Context: an optimization exercise on an open-source flow, tuned for a short achievable clock period and few clock cycles. The choices shown serve that exercise and are no tape-out recipe. Only simulation tests tie the RTL to the original design; equivalence was not proved. Power is estimated from default activity; no workload was simulated.

==> flow/design.v, too long to show whole: its modules and the start of the top module <==
// module booth_enc: 10 lines
// module mul_tree: 1760 lines
// module cpu: 526 lines
module cpu(
	input	clk,
	input	rst,
	input [31:0] rom_data_i,
	output [31:0] rom_addr_o,
	output rom_ce_o,
	input [31:0] ram_data_i,
	output [31:0] ram_addr_o,
	output [31:0] ram_data_o,
	output ram_we_o,
	output [3:0] ram_sel_o,
	output ram_ce_o
);
  // ...
==> flow/run.sh <==
#!/bin/bash
# synth_recipe.tcl (not shown) runs the flow's synth.tcl, then flattens the netlist and writes it again
# the make line also repeats each setting of config.mk as NAME=value (left out here)
make -C /OpenROAD-flow-scripts/flow DESIGN_CONFIG=/design/flow/config.mk WORK_HOME=/design/flow/orfs CLKGATE_MAP_FILE= SYNTH_SCRIPT=/design/flow/synth_recipe.tcl finish
==> flow/config.mk <==
export PLATFORM = sky130hd
export DESIGN_NAME = cpu
export DESIGN_NICKNAME = cpu
export VERILOG_FILES = /design/flow/design.v
export SDC_FILE = /design/flow/constraint.sdc
export NUM_CORES = 8
export LEC_CHECK = 0
export CAP_MARGIN = 40
export CORE_MARGIN = 2
export CORE_UTILIZATION = 40
export SETUP_SLACK_MARGIN = 0.4
export SLEW_MARGIN = 30
==> flow/constraint.sdc <==
create_clock -name core_clock -period 13.5 [get_ports {clk}]
set_input_delay 2.7000 -clock core_clock [delete_from_list [all_inputs] [get_ports {clk}]]
set_output_delay 2.7000 -clock core_clock [all_outputs]
set_load 0.01 [all_outputs]
==> notes.md, run 1 <==
* RD Place Congestion at 1.04
* PD cells at 255 nW/um^2
* Hold Crit Depth at 0
* Placed Area at 134000 sq um
* WHS at 0.323 ns
* Pint at 18600 uW
* Largest net degree at the start of global routing at 120
* Synth top cells by count: edfxtp_1, inv_1, clkbuf_1, nand2_1, nor2_1
* 1st-iter DRT viols at 16500
* Via density at 6.62
* Wirelength per Cell at 35.9 um
* HP Class: flip-flop to flip-flop
* Total Wirelength at 579000 um
* GR Util met2 at 52.3%
* Inverter count at 903
* Non-Filler Instances at 16100
* Pre-CTS setup slack at 5.64 ns
* Compound-gate portion of the synthesized area at 15.0%
* Net Sw Power at 17400 uW
* R2R setup slack at 5.58 ns
* Cell taking the most area after synthesis: edfxtp_1
* GRT busiest layer: met2
* Met3 Usage GRT at 9.85%
* Setup crit end: pc[20]
* Synth cell types at 110
* PostCTS Resize Cnt at 0
* Initial Util at 40.2%
* Grt total ovfl at 0
* Tmin final at 7.92 ns
* Peak supply drop at 0.000580 V
* Routed vias at 107000
* Switching Share at 48.2%
* M1 WL at 211000 um
* Buffers and inverters on the worst path at 3
* Residual DRC at 0
* Worst-Margin Slew at 1.05 ns
* Post-Synth Adder-Cell Area at 14.0%
* Reg power frac at 19.9%
* Clock-pin slew of the registers on the worst-case setup and hold paths at 0.06 ns
* Top Family by Delay on Critical Path: multiplexers
* Status: complete, no violations
* Crit. path cell count at 21
* Filler Cell Count at 28900
* HP Start: e_acc
* LEAKAGE at 0.0533 uW
Testbench counts, summed over its fixed seeds: cycles 354,988.
==> module cpu, before the edit <==
module cpu(
	input	clk,
	input	rst,
	input [31:0] rom_data_i,
	output [31:0] rom_addr_o,
	output rom_ce_o,
	input [31:0] ram_data_i,
	output [31:0] ram_addr_o,
	output [31:0] ram_data_o,
	output ram_we_o,
	output [3:0] ram_sel_o,
	output ram_ce_o
);
	localparam R_ADD = 4'd0, R_LOGIC = 4'd1, R_SHIFT = 4'd2, R_SLT = 4'd3,
	           R_SLTU = 4'd4, R_CLZ = 4'd5, R_CLO = 4'd6, R_PASSA = 4'd7,
	           R_HI = 4'd8, R_LO = 4'd9, R_LOAD = 4'd10, R_ZERO = 4'd11;
	localparam L_LB = 3'd0, L_LBU = 3'd1, L_LH = 3'd2, L_LHU = 3'd3,
	           L_LW = 3'd4, L_LWL = 3'd5, L_LWR = 3'd6;
	reg        ce;
	reg [31:0] pc;
	reg        d_valid;
	reg [31:0] d_inst;
	reg        e_valid;
	reg        e_wreg;        
	reg [4:0]  e_wd;
	reg [3:0]  e_rsel;
	reg [1:0]  e_lop;
	reg [1:0]  e_sop;
	reg        e_sub;
	reg        e_ovchk;
	reg        e_movz;
	reg        e_movn;
	reg        e_fadd;        
	reg        e_fslt;        
	reg        e_fsltu;       
	reg [31:0] e_a;
	reg [31:0] e_b;
	reg        e_fa;          
	reg        e_fb;          
	reg        e_mem;
	reg        e_store;
	reg [31:0] e_addr;
	reg [3:0]  e_sel;
	reg [31:0] e_sdata;
	reg        e_sfwd;        
	reg [2:0]  e_stype;
	reg [2:0]  e_ltype;
	reg [1:0]  e_boff;
	reg        e_mulgpr;
	reg        e_mul64;
	reg        e_acc;
	reg        e_msub;
	reg        e_mthi;
	reg        e_mtlo;
	reg [32:0] m_a;
	reg [16:0] m_one, m_two, m_neg;
	reg        w_valid;
	reg        w_wreg;        
	reg [4:0]  w_wd;
	reg [31:0] w_res;
	reg        w_mulgpr;
	reg        w_mul64;
	reg        w_acc;
	reg        w_msub;
	reg        w_mthi;
	reg        w_mtlo;
	reg [63:0] w_ms;
	reg [63:0] w_mc;
	reg [63:0] hs;            
	reg [63:0] hc;
	reg [31:0] rf [0:31];
	function [31:0] sfmt(input [2:0] st, input [1:0] bo, input [31:0] v);
		begin
			case (st)
				3'd0: sfmt = {v[7:0], v[7:0], v[7:0], v[7:0]};
				3'd1: sfmt = {v[15:0], v[15:0]};
				3'd3: case (bo)
					2'b00: sfmt = v;
					2'b01: sfmt = {8'b0, v[31:8]};
					2'b10: sfmt = {16'b0, v[31:16]};
					default: sfmt = {24'b0, v[31:24]};
				endcase
				3'd4: case (bo)
					2'b00: sfmt = {v[7:0], 24'b0};
					2'b01: sfmt = {v[15:0], 16'b0};
					2'b10: sfmt = {v[23:0], 8'b0};
					default: sfmt = v;
				endcase
				default: sfmt = v;
			endcase
		end
	endfunction
	wire [31:0] ea     = (e_fa & w_wreg) ? w_res : e_a;
	wire [31:0] eb     = (e_fb & w_wreg) ? w_res : e_b;
	wire [31:0] e_bx   = e_sub ? ~eb : eb;
	wire [32:0] e_sum  = {1'b0, ea} + {1'b0, e_bx} + {32'b0, e_sub};
	wire        e_bm31 = eb[31] ^ (e_sub & (|eb[30:0]));
	wire        e_ov   = (~ea[31] & ~e_bm31 & e_sum[31]) | (ea[31] & e_bm31 & ~e_sum[31]);
	wire        e_slt  = (ea[31] & ~eb[31]) | (~(ea[31] ^ eb[31]) & e_sum[31]);
	wire        e_sltu = ~e_sum[32];
	reg [31:0] e_logic;
	always @(*) begin
		case (e_lop)
			2'd0: e_logic = ea & eb;
			2'd1: e_logic = ea | eb;
			2'd2: e_logic = ea ^ eb;
			default: e_logic = ~(ea | eb);
		endcase
	end
	wire [63:0] e_sra = {{32{eb[31]}}, eb} >> ea[4:0];
	reg [31:0] e_shift;
	always @(*) begin
		case (e_sop)
			2'd0: e_shift = eb << ea[4:0];
			2'd1: e_shift = eb >> ea[4:0];
			default: e_shift = e_sra[31:0];
		endcase
	end
	function [5:0] clz32(input [31:0] x);
		integer k;
		begin
			clz32 = 6'd32;
			for (k = 0; k < 32; k = k + 1)
				if (x[k]) clz32 = 6'd31 - k[5:0];
		end
	endfunction
	reg [31:0] e_ld;
	always @(*) begin
		case (e_ltype)
			L_LB: case (e_boff)
				2'b00: e_ld = {{24{ram_data_i[31]}}, ram_data_i[31:24]};
				2'b01: e_ld = {{24{ram_data_i[23]}}, ram_data_i[23:16]};
				2'b10: e_ld = {{24{ram_data_i[15]}}, ram_data_i[15:8]};
				default: e_ld = {{24{ram_data_i[7]}}, ram_data_i[7:0]};
			endcase
			L_LBU: case (e_boff)
				2'b00: e_ld = {24'b0, ram_data_i[31:24]};
				2'b01: e_ld = {24'b0, ram_data_i[23:16]};
				2'b10: e_ld = {24'b0, ram_data_i[15:8]};
				default: e_ld = {24'b0, ram_data_i[7:0]};
			endcase
			L_LH: case (e_boff)
				2'b00: e_ld = {{16{ram_data_i[31]}}, ram_data_i[31:16]};
				2'b10: e_ld = {{16{ram_data_i[15]}}, ram_data_i[15:0]};
				default: e_ld = 32'b0;
			endcase
			L_LHU: case (e_boff)
				2'b00: e_ld = {16'b0, ram_data_i[31:16]};
				2'b10: e_ld = {16'b0, ram_data_i[15:0]};
				default: e_ld = 32'b0;
			endcase
			L_LWL: case (e_boff)
				2'b00: e_ld = ram_data_i;
				2'b01: e_ld = {ram_data_i[23:0], eb[7:0]};
				2'b10: e_ld = {ram_data_i[15:0], eb[15:0]};
				default: e_ld = {ram_data_i[7:0], eb[23:0]};
			endcase
			L_LWR: case (e_boff)
				2'b00: e_ld = {eb[31:8], ram_data_i[31:24]};
				2'b01: e_ld = {eb[31:16], ram_data_i[31:16]};
				2'b10: e_ld = {eb[31:24], ram_data_i[31:8]};
				default: e_ld = ram_data_i;
			endcase
			default: e_ld = ram_data_i;
		endcase
	end
	wire [63:0] hilo = hs + hc;
	reg [31:0] e_res;
	always @(*) begin
		case (e_rsel)
			R_ADD:   e_res = e_sum[31:0];
			R_LOGIC: e_res = e_logic;
			R_SHIFT: e_res = e_shift;
			R_SLT:   e_res = {31'b0, e_slt};
			R_SLTU:  e_res = {31'b0, e_sltu};
			R_CLZ:   e_res = {26'b0, clz32(ea)};
			R_CLO:   e_res = {26'b0, clz32(~ea)};
			R_PASSA: e_res = ea;
			R_HI:    e_res = hilo[63:32];
			R_LO:    e_res = hilo[31:0];
			R_LOAD:  e_res = e_ld;
			default: e_res = 32'b0;
		endcase
	end
	wire e_bz = (eb == 32'b0);
	wire e_wr = e_valid & e_wreg & ~(e_ovchk & e_ov) & ~(e_movz & ~e_bz) & ~(e_movn & e_bz);
	wire [63:0] e_ms, e_mc;
	mul_tree mt(.a(m_a), .one(m_one), .two(m_two), .neg(m_neg), .s(e_ms), .c(e_mc));
	assign rom_addr_o = pc;
	assign rom_ce_o   = ce;
	assign ram_addr_o = e_addr;
	assign ram_data_o = (e_sfwd & w_wreg) ? sfmt(e_stype, e_boff, w_res) : e_sdata;
	assign ram_sel_o  = e_sel;
	assign ram_ce_o   = e_mem;
	assign ram_we_o   = e_store & ~rst;
	wire [31:0] w_mlo = w_ms[31:0] + w_mc[31:0];
	wire [31:0] w_val = w_mulgpr ? w_mlo : w_res;
	wire [63:0] w_x  = w_msub ? ~w_ms : w_ms;
	wire [63:0] w_y  = w_msub ? ~w_mc : w_mc;
	wire [63:0] w_u  = hs ^ hc ^ w_x;
	wire [63:0] w_v  = {((hs[62:0] & hc[62:0]) | (hs[62:0] & w_x[62:0]) | (hc[62:0] & w_x[62:0])), w_msub};
	wire [63:0] w_s2 = w_u ^ w_v ^ w_y;
	wire [63:0] w_c2 = {((w_u[62:0] & w_v[62:0]) | (w_u[62:0] & w_y[62:0]) | (w_v[62:0] & w_y[62:0])), w_msub};
	always @(posedge clk) begin
		if (w_valid) begin
			if (w_mul64 & ~w_acc) begin
				hs <= w_ms;
				hc <= w_mc;
			end
			if (w_acc) begin
				hs <= w_s2;
				hc <= w_c2;
			end
			if (w_mthi) begin
				hs <= {w_res, hilo[31:0]};
				hc <= 64'b0;
			end
			if (w_mtlo) begin
				hs <= {hilo[63:32], w_res};
				hc <= 64'b0;
			end
		end
		if (w_wreg && w_wd != 5'd0) rf[w_wd] <= w_val;
	end
	wire [5:0]  op  = d_inst[31:26];
	wire [4:0]  rs  = d_inst[25:21];
	wire [4:0]  rt  = d_inst[20:16];
	wire [4:0]  rd  = d_inst[15:11];
	wire [4:0]  sa  = d_inst[10:6];
	wire [5:0]  fn  = d_inst[5:0];
	wire [15:0] imm = d_inst[15:0];
	wire [31:0] simm = {{16{imm[15]}}, imm};
	wire [31:0] zimm = {16'b0, imm};
	wire w_rs = w_wreg & (w_wd == rs);
	wire w_rt = w_wreg & (w_wd == rt);
	wire [31:0] va = (rs == 5'd0) ? 32'b0 : w_rs ? w_val : rf[rs];
	wire [31:0] vb = (rt == 5'd0) ? 32'b0 : w_rt ? w_val : rf[rt];
	wire [31:0] fa = (rs == 5'd0) ? 32'b0 : w_rs ? w_res : rf[rs];
	wire [31:0] fb = (rt == 5'd0) ? 32'b0 : w_rt ? w_res : rf[rt];
	wire e_rs = e_valid & e_wreg & (e_wd == rs) & (rs != 5'd0);
	wire e_rt = e_valid & e_wreg & (e_wd == rt) & (rt != 5'd0);
	reg        i_valid;       
	reg        i_wreg;
	reg [4:0]  i_wd;
	reg [3:0]  i_rsel;
	reg [1:0]  i_lop;
	reg [1:0]  i_sop;
	reg        i_sub;
	reg        i_ovchk;
	reg        i_movz, i_movn;
	reg [1:0]  i_asrc;        
	reg [1:0]  i_bsrc;        
	reg        i_rda, i_rdb;  
	reg        i_load, i_store;
	reg [2:0]  i_ltype;
	reg [2:0]  i_stype;       
	reg        i_mulgpr, i_mul64, i_acc, i_msub, i_msign, i_mthi, i_mtlo;
	reg        i_mfhl;
	reg [2:0]  i_br;          
	reg        i_j, i_jr;
	always @(*) begin
		i_valid = 1'b0; i_wreg = 1'b0; i_wd = rd; i_rsel = R_ZERO;
		i_lop = 2'd0; i_sop = 2'd0; i_sub = 1'b0; i_ovchk = 1'b0;
		i_movz = 1'b0; i_movn = 1'b0; i_asrc = 2'd0; i_bsrc = 2'd0;
		i_rda = 1'b0; i_rdb = 1'b0; i_load = 1'b0; i_store = 1'b0;
		i_ltype = L_LW; i_stype = 3'd2;
		i_mulgpr = 1'b0; i_mul64 = 1'b0; i_acc = 1'b0; i_msub = 1'b0;
		i_msign = 1'b0; i_mthi = 1'b0; i_mtlo = 1'b0; i_mfhl = 1'b0;
		i_br = 3'd0; i_j = 1'b0; i_jr = 1'b0;
		case (op)
			6'b000000: begin
				if (sa == 5'd0) begin
					case (fn)
						6'b100101: begin i_valid=1; i_wreg=1; i_rsel=R_LOGIC; i_lop=2'd1; i_rda=1; i_rdb=1; end  
						6'b100100: begin i_valid=1; i_wreg=1; i_rsel=R_LOGIC; i_lop=2'd0; i_rda=1; i_rdb=1; end  
						6'b100110: begin i_valid=1; i_wreg=1; i_rsel=R_LOGIC; i_lop=2'd2; i_rda=1; i_rdb=1; end  
						6'b100111: begin i_valid=1; i_wreg=1; i_rsel=R_LOGIC; i_lop=2'd3; i_rda=1; i_rdb=1; end  
						6'b000100: begin i_valid=1; i_wreg=1; i_rsel=R_SHIFT; i_sop=2'd0; i_rda=1; i_rdb=1; end  
						6'b000110: begin i_valid=1; i_wreg=1; i_rsel=R_SHIFT; i_sop=2'd1; i_rda=1; i_rdb=1; end  
						6'b000111: begin i_valid=1; i_wreg=1; i_rsel=R_SHIFT; i_sop=2'd2; i_rda=1; i_rdb=1; end  
						6'b010000: begin i_valid=1; i_wreg=1; i_rsel=R_HI; i_mfhl=1; end  
						6'b010010: begin i_valid=1; i_wreg=1; i_rsel=R_LO; i_mfhl=1; end  
						6'b010001: begin i_valid=1; i_rsel=R_PASSA; i_rda=1; i_mthi=1; end  
						6'b010011: begin i_valid=1; i_rsel=R_PASSA; i_rda=1; i_mtlo=1; end  
						6'b001011: begin i_valid=1; i_wreg=1; i_rsel=R_PASSA; i_movn=1; i_rda=1; i_rdb=1; end  
						6'b001010: begin i_valid=1; i_wreg=1; i_rsel=R_PASSA; i_movz=1; i_rda=1; i_rdb=1; end  
						6'b101010: begin i_valid=1; i_wreg=1; i_rsel=R_SLT; i_sub=1; i_rda=1; i_rdb=1; end  
						6'b101011: begin i_valid=1; i_wreg=1; i_rsel=R_SLTU; i_sub=1; i_rda=1; i_rdb=1; end  
						6'b100000: begin i_valid=1; i_wreg=1; i_rsel=R_ADD; i_ovchk=1; i_rda=1; i_rdb=1; end  
						6'b100001: begin i_valid=1; i_wreg=1; i_rsel=R_ADD; i_rda=1; i_rdb=1; end  
						6'b100010: begin i_valid=1; i_wreg=1; i_rsel=R_ADD; i_sub=1; i_ovchk=1; i_rda=1; i_rdb=1; end  
						6'b100011: begin i_valid=1; i_wreg=1; i_rsel=R_ADD; i_sub=1; i_rda=1; i_rdb=1; end  
						6'b011000: begin i_valid=1; i_mul64=1; i_msign=1; i_rda=1; i_rdb=1; end  
						6'b011001: begin i_valid=1; i_mul64=1; i_rda=1; i_rdb=1; end  
						6'b001000: begin i_valid=1; i_jr=1; i_rda=1; end  
						6'b001001: begin i_valid=1; i_jr=1; i_rda=1; i_wreg=1; i_rsel=R_PASSA; i_asrc=2'd2; end  
						default: ;
					endcase
				end
				if (d_inst[31:21] == 11'b0) begin
					if (fn == 6'b000000) begin i_valid=1; i_wreg=1; i_rsel=R_SHIFT; i_sop=2'd0; i_rda=0; i_rdb=1; i_asrc=2'd1; i_wd=rd; i_jr=0; i_mul64=0; i_msign=0; i_mfhl=0; i_mthi=0; i_mtlo=0; i_movz=0; i_movn=0; i_ovchk=0; i_sub=0; end
					else if (fn == 6'b000010) begin i_valid=1; i_wreg=1; i_rsel=R_SHIFT; i_sop=2'd1; i_rda=0; i_rdb=1; i_asrc=2'd1; i_wd=rd; end
					else if (fn == 6'b000011) begin i_valid=1; i_wreg=1; i_rsel=R_SHIFT; i_sop=2'd2; i_rda=0; i_rdb=1; i_asrc=2'd1; i_wd=rd; end
				end
			end
			6'b001101: begin i_valid=1; i_wreg=1; i_wd=rt; i_rsel=R_LOGIC; i_lop=2'd1; i_rda=1; i_bsrc=2'd2; end  
			6'b001100: begin i_valid=1; i_wreg=1; i_wd=rt; i_rsel=R_LOGIC; i_lop=2'd0; i_rda=1; i_bsrc=2'd2; end  
			6'b001110: begin i_valid=1; i_wreg=1; i_wd=rt; i_rsel=R_LOGIC; i_lop=2'd2; i_rda=1; i_bsrc=2'd2; end  
			6'b001111: begin i_valid=1; i_wreg=1; i_wd=rt; i_rsel=R_LOGIC; i_lop=2'd1; i_rda=1; i_bsrc=2'd3; end  
			6'b001010: begin i_valid=1; i_wreg=1; i_wd=rt; i_rsel=R_SLT; i_sub=1; i_rda=1; i_bsrc=2'd1; end  
			6'b001011: begin i_valid=1; i_wreg=1; i_wd=rt; i_rsel=R_SLTU; i_sub=1; i_rda=1; i_bsrc=2'd1; end  
			6'b001000: begin i_valid=1; i_wreg=1; i_wd=rt; i_rsel=R_ADD; i_ovchk=1; i_rda=1; i_bsrc=2'd1; end  
			6'b001001: begin i_valid=1; i_wreg=1; i_wd=rt; i_rsel=R_ADD; i_rda=1; i_bsrc=2'd1; end  
			6'b000010: begin i_valid=1; i_j=1; end  
			6'b000011: begin i_valid=1; i_j=1; i_wreg=1; i_wd=5'd31; i_rsel=R_PASSA; i_asrc=2'd2; end  
			6'b000100: begin i_valid=1; i_br=3'd1; i_rda=1; i_rdb=1; end  
			6'b000101: begin i_valid=1; i_br=3'd2; i_rda=1; i_rdb=1; end  
			6'b000110: begin i_valid=1; i_br=3'd3; i_rda=1; end  
			6'b000111: begin i_valid=1; i_br=3'd4; i_rda=1; end  
			6'b000001: begin
				case (rt)
					5'b00000: begin i_valid=1; i_br=3'd5; i_rda=1; end  
					5'b00001: begin i_valid=1; i_br=3'd6; i_rda=1; end  
					5'b10000: begin i_valid=1; i_br=3'd5; i_rda=1; i_wreg=1; i_wd=5'd31; i_rsel=R_PASSA; i_asrc=2'd2; end  
					5'b10001: begin i_valid=1; i_br=3'd6; i_rda=1; i_wreg=1; i_wd=5'd31; i_rsel=R_PASSA; i_asrc=2'd2; end  
					default: ;
				endcase
			end
			6'b100000: begin i_valid=1; i_wreg=1; i_wd=rt; i_rsel=R_LOAD; i_rda=1; i_load=1; i_ltype=L_LB; end
			6'b100100: begin i_valid=1; i_wreg=1; i_wd=rt; i_rsel=R_LOAD; i_rda=1; i_load=1; i_ltype=L_LBU; end
			6'b100001: begin i_valid=1; i_wreg=1; i_wd=rt; i_rsel=R_LOAD; i_rda=1; i_load=1; i_ltype=L_LH; end
			6'b100101: begin i_valid=1; i_wreg=1; i_wd=rt; i_rsel=R_LOAD; i_rda=1; i_load=1; i_ltype=L_LHU; end
			6'b100011: begin i_valid=1; i_wreg=1; i_wd=rt; i_rsel=R_LOAD; i_rda=1; i_load=1; i_ltype=L_LW; end
			6'b100010: begin i_valid=1; i_wreg=1; i_wd=rt; i_rsel=R_LOAD; i_rda=1; i_rdb=1; i_load=1; i_ltype=L_LWL; end
			6'b100110: begin i_valid=1; i_wreg=1; i_wd=rt; i_rsel=R_LOAD; i_rda=1; i_rdb=1; i_load=1; i_ltype=L_LWR; end
			6'b101000: begin i_valid=1; i_rda=1; i_rdb=1; i_store=1; i_stype=3'd0; end  
			6'b101001: begin i_valid=1; i_rda=1; i_rdb=1; i_store=1; i_stype=3'd1; end  
			6'b101011: begin i_valid=1; i_rda=1; i_rdb=1; i_store=1; i_stype=3'd2; end  
			6'b101010: begin i_valid=1; i_rda=1; i_rdb=1; i_store=1; i_stype=3'd3; end  
			6'b101110: begin i_valid=1; i_rda=1; i_rdb=1; i_store=1; i_stype=3'd4; end  
			6'b011100: begin
				case (fn)
					6'b100000: begin i_valid=1; i_wreg=1; i_rsel=R_CLZ; i_rda=1; end  
					6'b100001: begin i_valid=1; i_wreg=1; i_rsel=R_CLO; i_rda=1; end  
					6'b000010: begin i_valid=1; i_wreg=1; i_mulgpr=1; i_msign=1; i_rda=1; i_rdb=1; end  
					6'b000000: begin i_valid=1; i_mul64=1; i_acc=1; i_msign=1; i_rda=1; i_rdb=1; end  
					6'b000001: begin i_valid=1; i_mul64=1; i_acc=1; i_rda=1; i_rdb=1; end  
					6'b000100: begin i_valid=1; i_mul64=1; i_acc=1; i_msub=1; i_msign=1; i_rda=1; i_rdb=1; end  
					6'b000101: begin i_valid=1; i_mul64=1; i_acc=1; i_msub=1; i_rda=1; i_rdb=1; end  
					default: ;
				endcase
			end
			default: ;
		endcase
	end
	wire [31:0] link = pc + 32'd4;
	reg  [31:0] opa, opb;
	always @(*) begin
		case (i_asrc)
			2'd1: opa = {27'b0, sa};
			2'd2: opa = link;
			default: opa = va;
		endcase
		case (i_bsrc)
			2'd1: opb = simm;
			2'd2: opb = zimm;
			2'd3: opb = {imm, 16'b0};
			default: opb = vb;
		endcase
	end
	wire [16:0] b_one, b_two, b_neg;
	booth_enc be(.b({i_msign & vb[31], vb}), .one(b_one), .two(b_two), .neg(b_neg));
	wire [31:0] agu2 = fa + simm;
	wire [31:0] g_s  = ea ^ e_bx ^ simm;
	wire [31:0] g_c  = (ea & e_bx) | (ea & simm) | (e_bx & simm);
	wire [31:0] agu3 = g_s + {g_c[30:0], e_sub};
	wire [31:0] agu  = e_rs ? agu3 : agu2;
	wire [1:0]  boff = agu[1:0];
	reg  [3:0]  ssel;
	always @(*) begin
		case (i_stype)
			3'd0: case (boff)
				2'b00: ssel = 4'b1000;
				2'b01: ssel = 4'b0100;
				2'b10: ssel = 4'b0010;
				default: ssel = 4'b0001;
			endcase
			3'd1: case (boff)
				2'b00: ssel = 4'b1100;
				2'b10: ssel = 4'b0011;
				default: ssel = 4'b0000;
			endcase
			3'd2: ssel = 4'b1111;
			3'd3: case (boff)
				2'b00: ssel = 4'b1111;
				2'b01: ssel = 4'b0111;
				2'b10: ssel = 4'b0011;
				default: ssel = 4'b0001;
			endcase
			default: case (boff)
				2'b00: ssel = 4'b1000;
				2'b01: ssel = 4'b1100;
				2'b10: ssel = 4'b1110;
				default: ssel = 4'b1111;
			endcase
		endcase
	end
	wire d_aligned = (i_load & (i_ltype == L_LWL | i_ltype == L_LWR)) | (i_store & (i_stype == 3'd3 | i_stype == 3'd4));
	wire [31:0] maddr = d_aligned ? {agu[31:2], 2'b00} : agu;
	wire dep_a = i_rda & e_rs;
	wire dep_b = i_rdb & e_rt;
	wire [31:0] bx = dep_a ? fb : fa;       
	wire [32:0] fk  = {(ea & e_bx) | ((ea ^ e_bx) & ~bx), e_sub};
	wire        feq = ~|(ea ^ e_bx ^ bx ^ fk[31:0]);
	wire [32:0] fk0 = {ea | e_bx, e_sub};
	wire        feqz = ~|(ea ^ e_bx ^ fk0[31:0]);
	wire        e_lt = e_fslt ? e_slt : e_sltu;
	wire        seq = (bx[31:1] == 31'b0) & (bx[0] == e_lt);
	wire eq  = (dep_a | dep_b) ? (e_fadd ? feq : seq) : (fa == fb);
	wire eqz = dep_a ? (e_fadd ? feqz : ~e_lt) : (fa == 32'b0);
	wire ltz = dep_a ? (e_fadd & e_sum[31]) : fa[31];
	reg  btaken;
	always @(*) begin
		case (i_br)
			3'd1: btaken = eq;
			3'd2: btaken = ~eq;
			3'd3: btaken = ltz | eqz;
			3'd4: btaken = ~ltz & ~eqz;
			3'd5: btaken = ltz;
			3'd6: btaken = ~ltz;
			default: btaken = 1'b0;
		endcase
	end
	wire [31:0] btarget = pc + {simm[29:0], 2'b00};
	wire [31:0] jtarget = {pc[31:28], d_inst[25:0], 2'b00};
	wire e_fast = e_fadd | e_fslt | e_fsltu;
	wire w_mrs  = w_valid & w_mulgpr & w_rs & (rs != 5'd0);
	wire w_mrt  = w_valid & w_mulgpr & w_rt & (rt != 5'd0);
	wire hz_mul = e_valid & e_mulgpr & (dep_a | dep_b);
	wire hz_hl  = i_mfhl & ((e_valid & (e_mul64 | e_mthi | e_mtlo)) | (w_valid & (w_mul64 | w_mthi | w_mtlo)));
	wire hz_br  = (i_br != 3'd0) & ((dep_a & dep_b) | ((dep_a | dep_b) & ~e_fast) | w_mrs | (i_rdb & w_mrt));
	wire hz_jr  = i_jr & (dep_a | w_mrs);
	wire hz_ag  = (i_load | i_store) & ((dep_a & ~e_fadd) | w_mrs);
	wire hz_mop = (i_mulgpr | i_mul64) & (dep_a | dep_b);
	wire stall  = d_valid & (hz_mul | hz_hl | hz_br | hz_jr | hz_ag | hz_mop);
	wire go     = d_valid & ~stall & i_valid;
	wire redirect = d_valid & ~stall & (i_j | i_jr | (btaken & (i_br != 3'd0)));
	wire [31:0] rtarget = i_jr ? fa : (i_j ? jtarget : btarget);
	always @(posedge clk) begin
		ce <= ~rst;
		if (rst) begin
			pc <= 32'b0;
			d_valid <= 1'b0;
		end else if (~ce) begin
			pc <= 32'b0;
			d_valid <= 1'b0;
		end else if (~stall) begin
			pc <= redirect ? rtarget : pc + 32'd4;
			d_valid <= 1'b1;
			d_inst <= rom_data_i;
		end
	end
	always @(posedge clk) begin
		if (rst) begin
			e_valid <= 1'b0;
			e_mem <= 1'b0;
			e_store <= 1'b0;
		end else begin
			e_valid <= go;
			e_mem   <= go & (i_load | i_store);
			e_store <= go & i_store;
		end
		e_wreg  <= i_wreg;
		e_wd    <= i_wd;
		e_rsel  <= i_rsel;
		e_lop   <= i_lop;
		e_sop   <= i_sop;
		e_sub   <= i_sub;
		e_ovchk <= i_ovchk;
		e_movz  <= i_movz;
		e_movn  <= i_movn;
		e_fadd  <= (i_rsel == R_ADD) & ~i_ovchk;
		e_fslt  <= (i_rsel == R_SLT);
		e_fsltu <= (i_rsel == R_SLTU);
		e_a     <= opa;
		e_b     <= opb;
		e_fa    <= (i_asrc == 2'd0) & dep_a;
		e_fb    <= (i_bsrc == 2'd0) & dep_b;
		e_addr  <= maddr;
		e_sel   <= i_load ? 4'b1111 : ssel;
		e_sdata <= sfmt(i_stype, boff, vb);
		e_sfwd  <= i_store & dep_b;
		e_stype <= i_stype;
		e_ltype <= i_ltype;
		e_boff  <= boff;
		e_mulgpr <= i_mulgpr;
		e_mul64 <= i_mul64;
		e_acc   <= i_acc;
		e_msub  <= i_msub;
		e_mthi  <= i_mthi;
		e_mtlo  <= i_mtlo;
		m_a     <= {i_msign & va[31], va};
		m_one   <= b_one;
		m_two   <= b_two;
		m_neg   <= b_neg;
	end
	always @(posedge clk) begin
		if (rst) begin
			w_valid <= 1'b0;
			w_wreg <= 1'b0;
		end else begin
			w_valid <= e_valid;
			w_wreg <= e_wr;
		end
		w_wd     <= e_wd;
		w_res    <= e_res;
		w_mulgpr <= e_mulgpr;
		w_mul64  <= e_mul64;
		w_acc    <= e_acc;
		w_msub   <= e_msub;
		w_mthi   <= e_mthi;
		w_mtlo   <= e_mtlo;
		w_ms     <= e_ms;
		w_mc     <= e_mc;
	end
endmodule
==> run 2, diff against run 1 <==
--- a/flow/design.v
+++ b/flow/design.v
@@ -1,5 +1,36 @@
 `timescale 1ns / 1ps
 `timescale 1ns / 1ps
+module ks_add #(parameter N = 32, parameter L = 5) (
+	input  [N-1:0] a,
+	input  [N-1:0] b,
+	input          cin,
+	output [N-1:0] s,
+	output         cout
+);
+	wire [N-1:0] p = a ^ b;
+	wire [N-1:0] g0 = (a & b) | {{(N-1){1'b0}}, p[0] & cin};
+	wire [N-1:0] gl [0:L];
+	wire [N-1:0] pl [0:L];
+	assign gl[0] = g0;
+	assign pl[0] = p;
+	genvar i, j;
+	generate
+		for (j = 0; j < L; j = j + 1) begin : lv
+			for (i = 0; i < N; i = i + 1) begin : bt
+				if (i >= (1 << j)) begin : c
+					assign gl[j+1][i] = gl[j][i] | (pl[j][i] & gl[j][i - (1 << j)]);
+					assign pl[j+1][i] = pl[j][i] & pl[j][i - (1 << j)];
+				end else begin : n
+					assign gl[j+1][i] = gl[j][i];
+					assign pl[j+1][i] = pl[j][i];
+				end
+			end
+		end
+	endgenerate
+	assign s = p ^ {gl[L][N-2:0], cin};
+	assign cout = gl[L][N-1];
+endmodule
+`timescale 1ns / 1ps
 module booth_enc(input [32:0] b, output [16:0] one, output [16:0] two, output [16:0] neg);
   wire [35:0] x = {b[32], b[32], b, 1'b0};
   genvar i;
@@ -1794,6 +1825,8 @@
 	reg [31:0] pc;
 	reg        d_valid;
 	reg [31:0] d_inst;
+	reg [31:0] d_ohs;         
+	reg [31:0] d_oht;         
 	reg        e_valid;
 	reg        e_wreg;        
 	reg [4:0]  e_wd;
@@ -1809,14 +1842,11 @@
 	reg        e_fsltu;       
 	reg [31:0] e_a;
 	reg [31:0] e_b;
-	reg        e_fa;          
-	reg        e_fb;          
 	reg        e_mem;
 	reg        e_store;
 	reg [31:0] e_addr;
 	reg [3:0]  e_sel;
 	reg [31:0] e_sdata;
-	reg        e_sfwd;        
 	reg [2:0]  e_stype;
 	reg [2:0]  e_ltype;
 	reg [1:0]  e_boff;
@@ -1842,7 +1872,7 @@
 	reg [63:0] w_mc;
 	reg [63:0] hs;            
 	reg [63:0] hc;
-	reg [31:0] rf [0:31];
+	reg [1023:0] rfv;         
 	function [31:0] sfmt(input [2:0] st, input [1:0] bo, input [31:0] v);
 		begin
 			case (st)
@@ -1864,10 +1894,11 @@
 			endcase
 		end
 	endfunction
-	wire [31:0] ea     = (e_fa & w_wreg) ? w_res : e_a;
-	wire [31:0] eb     = (e_fb & w_wreg) ? w_res : e_b;
+	wire [31:0] ea     = e_a;
+	wire [31:0] eb     = e_b;
 	wire [31:0] e_bx   = e_sub ? ~eb : eb;
-	wire [32:0] e_sum  = {1'b0, ea} + {1'b0, e_bx} + {32'b0, e_sub};
+	wire [32:0] e_sum;
+	ks_add #(32, 5) e_add(.a(ea), .b(e_bx), .cin(e_sub), .s(e_sum[31:0]), .cout(e_sum[32]));
 	wire        e_bm31 = eb[31] ^ (e_sub & (|eb[30:0]));
 	wire        e_ov   = (~ea[31] & ~e_bm31 & e_sum[31]) | (ea[31] & e_bm31 & ~e_sum[31]);
 	wire        e_slt  = (ea[31] & ~eb[31]) | (~(ea[31] ^ eb[31]) & e_sum[31]);
@@ -1938,7 +1969,9 @@
 			default: e_ld = ram_data_i;
 		endcase
 	end
-	wire [63:0] hilo = hs + hc;
+	wire [63:0] hilo;
+	wire        hilo_co;
+	ks_add #(64, 6) h_add(.a(hs), .b(hc), .cin(1'b0), .s(hilo), .cout(hilo_co));
 	reg [31:0] e_res;
 	always @(*) begin
 		case (e_rsel)
@@ -1963,11 +1996,13 @@
 	assign rom_addr_o = pc;
 	assign rom_ce_o   = ce;
 	assign ram_addr_o = e_addr;
-	assign ram_data_o = (e_sfwd & w_wreg) ? sfmt(e_stype, e_boff, w_res) : e_sdata;
+	assign ram_data_o = e_sdata;
 	assign ram_sel_o  = e_sel;
 	assign ram_ce_o   = e_mem;
 	assign ram_we_o   = e_store & ~rst;
-	wire [31:0] w_mlo = w_ms[31:0] + w_mc[31:0];
+	wire [31:0] w_mlo;
+	wire        w_mco;
+	ks_add #(32, 5) w_add(.a(w_ms[31:0]), .b(w_mc[31:0]), .cin(1'b0), .s(w_mlo), .cout(w_mco));
 	wire [31:0] w_val = w_mulgpr ? w_mlo : w_res;
 	wire [63:0] w_x  = w_msub ? ~w_ms : w_ms;
 	wire [63:0] w_y  = w_msub ? ~w_mc : w_mc;
@@ -1994,7 +2029,6 @@
 				hc <= 64'b0;
 			end
 		end
-		if (w_wreg && w_wd != 5'd0) rf[w_wd] <= w_val;
 	end
 	wire [5:0]  op  = d_inst[31:26];
 	wire [4:0]  rs  = d_inst[25:21];
@@ -2005,12 +2039,32 @@
 	wire [15:0] imm = d_inst[15:0];
 	wire [31:0] simm = {{16{imm[15]}}, imm};
 	wire [31:0] zimm = {16'b0, imm};
-	wire w_rs = w_wreg & (w_wd == rs);
-	wire w_rt = w_wreg & (w_wd == rt);
-	wire [31:0] va = (rs == 5'd0) ? 32'b0 : w_rs ? w_val : rf[rs];
-	wire [31:0] vb = (rt == 5'd0) ? 32'b0 : w_rt ? w_val : rf[rt];
-	wire [31:0] fa = (rs == 5'd0) ? 32'b0 : w_rs ? w_res : rf[rs];
-	wire [31:0] fb = (rt == 5'd0) ? 32'b0 : w_rt ? w_res : rf[rt];
+	genvar gr;
+	generate
+		for (gr = 1; gr < 32; gr = gr + 1) begin : rfw
+			always @(posedge clk) begin
+				if (w_wreg && w_wd == gr) rfv[32*gr +: 32] <= w_val;
+			end
+		end
+	endgenerate
+	function [31:0] rfrd(input [31:0] oh);
+		integer k;
+		begin
+			rfrd = 32'b0;
+			for (k = 1; k < 32; k = k + 1)
+				rfrd = rfrd | ({32{oh[k]}} & rfv[32*k +: 32]);
+		end
+	endfunction
+	wire [31:0] ra = rfrd(d_ohs);
+	wire [31:0] rb = rfrd(d_oht);
+	wire w_rs  = w_wreg & (w_wd == rs) & (rs != 5'd0);
+	wire w_rt  = w_wreg & (w_wd == rt) & (rt != 5'd0);
+	wire w_mrs = w_rs & w_mulgpr;
+	wire w_mrt = w_rt & w_mulgpr;
+	wire [31:0] fa = w_rs ? w_res : ra;
+	wire [31:0] fb = w_rt ? w_res : rb;
+	wire [31:0] va = w_rs ? w_val : ra;
+	wire [31:0] vb = w_rt ? w_val : rb;
 	wire e_rs = e_valid & e_wreg & (e_wd == rs) & (rs != 5'd0);
 	wire e_rt = e_valid & e_wreg & (e_wd == rt) & (rt != 5'd0);
 	reg        i_valid;       
@@ -2144,10 +2198,14 @@
 	end
 	wire [16:0] b_one, b_two, b_neg;
 	booth_enc be(.b({i_msign & vb[31], vb}), .one(b_one), .two(b_two), .neg(b_neg));
-	wire [31:0] agu2 = fa + simm;
+	wire [31:0] agu2;
+	wire        agu2_co;
+	ks_add #(32, 5) a2_add(.a(fa), .b(simm), .cin(1'b0), .s(agu2), .cout(agu2_co));
 	wire [31:0] g_s  = ea ^ e_bx ^ simm;
 	wire [31:0] g_c  = (ea & e_bx) | (ea & simm) | (e_bx & simm);
-	wire [31:0] agu3 = g_s + {g_c[30:0], e_sub};
+	wire [31:0] agu3;
+	wire        agu3_co;
+	ks_add #(32, 5) a3_add(.a(g_s), .b({g_c[30:0], e_sub}), .cin(1'b0), .s(agu3), .cout(agu3_co));
 	wire [31:0] agu  = e_rs ? agu3 : agu2;
 	wire [1:0]  boff = agu[1:0];
 	reg  [3:0]  ssel;
@@ -2205,11 +2263,11 @@
 			default: btaken = 1'b0;
 		endcase
 	end
-	wire [31:0] btarget = pc + {simm[29:0], 2'b00};
+	wire [31:0] btarget;
+	wire        bt_co;
+	ks_add #(32, 5) b_add(.a(pc), .b({simm[29:0], 2'b00}), .cin(1'b0), .s(btarget), .cout(bt_co));
 	wire [31:0] jtarget = {pc[31:28], d_inst[25:0], 2'b00};
 	wire e_fast = e_fadd | e_fslt | e_fsltu;
-	wire w_mrs  = w_valid & w_mulgpr & w_rs & (rs != 5'd0);
-	wire w_mrt  = w_valid & w_mulgpr & w_rt & (rt != 5'd0);
 	wire hz_mul = e_valid & e_mulgpr & (dep_a | dep_b);
 	wire hz_hl  = i_mfhl & ((e_valid & (e_mul64 | e_mthi | e_mtlo)) | (w_valid & (w_mul64 | w_mthi | w_mtlo)));
 	wire hz_br  = (i_br != 3'd0) & ((dep_a & dep_b) | ((dep_a | dep_b) & ~e_fast) | w_mrs | (i_rdb & w_mrt));
@@ -2222,16 +2280,17 @@
 	wire [31:0] rtarget = i_jr ? fa : (i_j ? jtarget : btarget);
 	always @(posedge clk) begin
 		ce <= ~rst;
-		if (rst) begin
-			pc <= 32'b0;
-			d_valid <= 1'b0;
-		end else if (~ce) begin
+		if (rst | ~ce) begin
 			pc <= 32'b0;
 			d_valid <= 1'b0;
 		end else if (~stall) begin
 			pc <= redirect ? rtarget : pc + 32'd4;
 			d_valid <= 1'b1;
+		end
+		if (~stall) begin
 			d_inst <= rom_data_i;
+			d_ohs  <= 32'b1 << rom_data_i[25:21];
+			d_oht  <= 32'b1 << rom_data_i[20:16];
 		end
 	end
 	always @(posedge clk) begin
@@ -2256,14 +2315,11 @@
 		e_fadd  <= (i_rsel == R_ADD) & ~i_ovchk;
 		e_fslt  <= (i_rsel == R_SLT);
 		e_fsltu <= (i_rsel == R_SLTU);
-		e_a     <= opa;
-		e_b     <= opb;
-		e_fa    <= (i_asrc == 2'd0) & dep_a;
-		e_fb    <= (i_bsrc == 2'd0) & dep_b;
+		e_a     <= ((i_asrc == 2'd0) & dep_a & e_wr) ? e_res : opa;
+		e_b     <= ((i_bsrc == 2'd0) & dep_b & e_wr) ? e_res : opb;
 		e_addr  <= maddr;
 		e_sel   <= i_load ? 4'b1111 : ssel;
-		e_sdata <= sfmt(i_stype, boff, vb);
-		e_sfwd  <= i_store & dep_b;
+		e_sdata <= sfmt(i_stype, boff, (dep_b & e_wr) ? e_res : vb);
 		e_stype <= i_stype;
 		e_ltype <= i_ltype;
 		e_boff  <= boff;
==> run 2 against run 1 <==
Net effect:
- still clean on timing, DRC and antenna
- area after synthesis down 4.5%
- first-iteration DRC count up 35%
- wire length up 12%
- critical path depth down 1
- combinational power down 11%
- register-to-register slack better by 0.54 ns
- highest routed layer unchanged
==> notes.md, run 2 <==
* Count leader, synth: a22oi_1
* Async S/R FF share, synth at 0%
* Tmin final at 7.38 ns (-0.541 ns)
* Pins over their slew limit at 0
* Fmax at 135 MHz
* Slew headroom at 23.8%
* Final setup vio count at 0
* Max reg flops at 992
* Number of nets still failing antenna checks after routing at 0
* Setup TNS at 0 ns
* Syn-to-layout area delta at 12.5%
* Part of the Yosys area used for sequential elements at 38.2%
* CTS H-tree lvls at 4
* First-pass GRT wire length at 874000 um
* Worst Path Max Fanout at 75
* Status: complete, no violations
* Post-Synthesis Cells at 11900
* Row count at 201
* Top post-synthesis cells by area: edfxtp_1, fa_1, a22oi_1
* LEAKAGE at 0.0510 uW (-4.2%)
* RSZ-0062 raised after global routing: no
* Initial antenna violation count at 50
* Total Wirelength at 646000 um (+12%)
* Crit path DAT at 8.17 ns
* Pre-CTS setup slack at 6.39 ns (+0.752 ns)
* Die X at 553 um
* Share of cells above drive strength 1 at 10.2%
* Clock Tree Buf Depth at 4
* Residual DRC at 0 (unchanged)
* Initial Util at 40.2% (+0.054 points)
* Top FF cell, synth: edfxtp_1
* CP startpoint: d_inst[24]
* CTS sink cnt at 1693
* Vias in the first global route at 107000
* Cell taking the most area after synthesis: edfxtp_1
* Wirelength per Cell at 40.4 um (+12%)
* Filler Cell Count at 28000 (-3.2%)
* Grt total ovfl at 0 (unchanged)
* CP most frequent cell: buf_4
* Slowest cell on the critical path: buf_4
* EDFF count, synth at 1214
* # IOs at 169
* Peak per-stage delay on the critical path at 0.60 ns
* Worst skew pair latency at 0.92 ns
* PD cells at 246 nW/um^2 (-3.5%)
* Worst setup margin at 6.12 ns
* Total power draw at 33400 uW
* Mapped Area at 121000 sq um
* Worst-Margin Slew at 1.14 ns (+0.0945 ns)
* Clock-pin slew of the registers on the worst-case setup and hold paths at 0.06 ns (about the same)
* Via density at 7.01 (+5.9%)
* Synth top cells by count: a22oi_1, edfxtp_1, inv_1, nor2_1, clkbuf_1
* Critical R2R Launch: d_inst[24]
* Largest Register: rfv
* Most frequent cells in the layout: a22oi_1, edfxtp_1, inv_1
* TritonCTS Buffers at 192
* Reg area at 46100 sq um
* CP required at 14.28 ns
* Avg Synthesized Cell Area at 10.2 sq um
* HP Class: flip-flop to flip-flop
* Nets at 12900
* Yosys top cell area share at 30.2%
* Area of the multi-input gates at 68300 sq um
* Synth Warn # at 3
* Max-cap violation count at 0
* PostCTS Resize Cnt at 0 (unchanged)
* Worst setup SP type: flip-flop
* Die ar. at 306000 sq um
* Setup CP Type: flip-flop to flip-flop
* I/O Buffers at 168
* Core footprint at 300000 sq um
* Routed vias at 112000 (+5.1%)
* CTS tree: built
* Commonest non-fill, non-tap cell in the layout: a22oi_1
* Clk_skew at 0.116 ns
* Total track usage at 40.6%
* 1st-iter DRT viols at 22200 (+35%)
* CTS root buf: clkbuf_16
* Synth cell types at 92 (-16%)
* Peak supply drop at 0.000620 V (+6.8%)
* Setup crit end kind: flip-flop
* RD Place Congestion at 1.06 (+2.0%)
* Final worst path period share at 54.7%
* Flops & latches, synth at 1693
* HP Start: e_mulgpr
* Largest net degree at the start of global routing at 79 (-34%)
* Hold buffer count at cts at 0
* DRT Pass-1 Iters at 14
* Crit-path cells: or4_1, o211ai_1, buf_4, or2_2, buf_4, a31oi_2, mux2i_1, fa_1, xor2_1, nand4_1, nor4_1, a31o_1, nor2_1, nand2_1, nand3_1, or3_1, o221ai_4, buf_4, nor4_1, a311o_1
* Final Hold Viols at 0
* Post-DP HPWL at 444000 um
* WHS at 0.330 ns (+0.00654 ns)
* Die Ht at 553 um
* Setup Buffers After CTS at 0
==> run 2: cell types whose count changed after synthesis, moves of 65 or more <==
cell / previous run / this run
a21oi_1: 560 / 487
a22oi_1: 681 / 1424
a31oi_1: 50 / 115
clkbuf_1: 710 / 803
mux2i_1: 516 / 316
mux4_2: 485 / 79
nand2_1: 700 / 507
nand4_1: 84 / 294
nor2_1: 700 / 843
o21ai_0: 487 / 370
o22ai_1: 111 / 37
==> run 2: area by class of cell <==
| cell class | instances | share of cell area [%] |
|---|---|---|
| clock buffer | 231 | 3.76 |
| antenna | 47 | 0.0867 |
| multi-input combinational | 8341 | 50.4 |
| inverter | 872 | 2.41 |
| timing repair buffer | 745 | 4.94 |
| sequential | 1693 | 34.0 |
| tap | 3958 | 3.65 |
| clock inverter | 113 | 0.806 |
==> run 2: worst max-delay path, delay by kind of cell (launching register included) <==
kind	cells	cell delay, ns
compound gates	5	1.47
xor+xnor	1	0.22
buf+inv	3	1.59
fa+ha+maj	1	0.50
simple gates	9	2.32
flops	1	0.48
mux	1	0.54
==> run 2: where the power goes <==
group / internal [uW] / switching (uW)
registers: 6550 / 544
clock network: 3010 / 2350
logic: 7950 / 13000
total: 17500 / 15900
==> run 2: metal layers <==
metal	vias up	global-route usage, %	part of all wire, %
met3	3007	14.3	14
met2	10400	59.2	42
met5	-	1.39	0.14
li1	43700	-	-
met1	55100	49.1	35
met4	50	30.9	9.7
==> run 2: per-stage QoR <==
step / cells / util (%) / cell area (sq um)
6_report: 16000 / 45.2 / 136000
5_1_grt: 16000 / 45.2 / 136000
4_1_cts: 15900 / 45.0 / 135000
3_5_place_dp: 15600 / 42.9 / 129000
3_3_place_gp: 15500 / 42.5 / 128000
2_1_floorplan: 11900 / - / 121000
==> run 2: cell families after synthesis <==
logic type / synth area share (%)
AO/OA/AOI/OAI: 18.9
AND/OR/NAND/NOR: 9.99
buffers and inverters: 5.72
flip-flops: 38.2
XOR/XNOR: 7.78
adder cells (fa/ha/maj): 14.7
multiplexers: 4.74
==> run 2: final timing paths <==
check,to,slack (ns),cells after the start
max,pc[14],6.12,20
min,w_mulgpr,0.33,0
max reg2reg,pc[14],6.12,20
min reg2reg,w_mulgpr,0.33,0
Testbench counts of run 2, summed over its fixed seeds: cycles 354,988.

==> static timing again, ports no longer ideal <==
Ports are ideal in the flow. The routed layouts listed here were re-timed in OpenROAD. Step 1 sets driving cells, clkbuf_16 on the clock port and buf_2 on the other inputs (assumed; they add their load-dependent delay and slew). Step 2, shift: input delay + t, output delay - t, t = (earliest + latest rising clock arrival at the registers) / 2. This alone moves slack from input paths to output paths. a / b / c = no drivers / after step 1 / after step 2; a / b = the first two.
run	shift t [ns]	setup slack, ns	clock arrival spread, ns
run 1	0.963	5.576 / 5.576 / 5.576	0.110 / 0.110
run 2	0.982	6.117 / 6.117 / 6.117	0.116 / 0.116
After both steps every run listed still meets setup and hold.
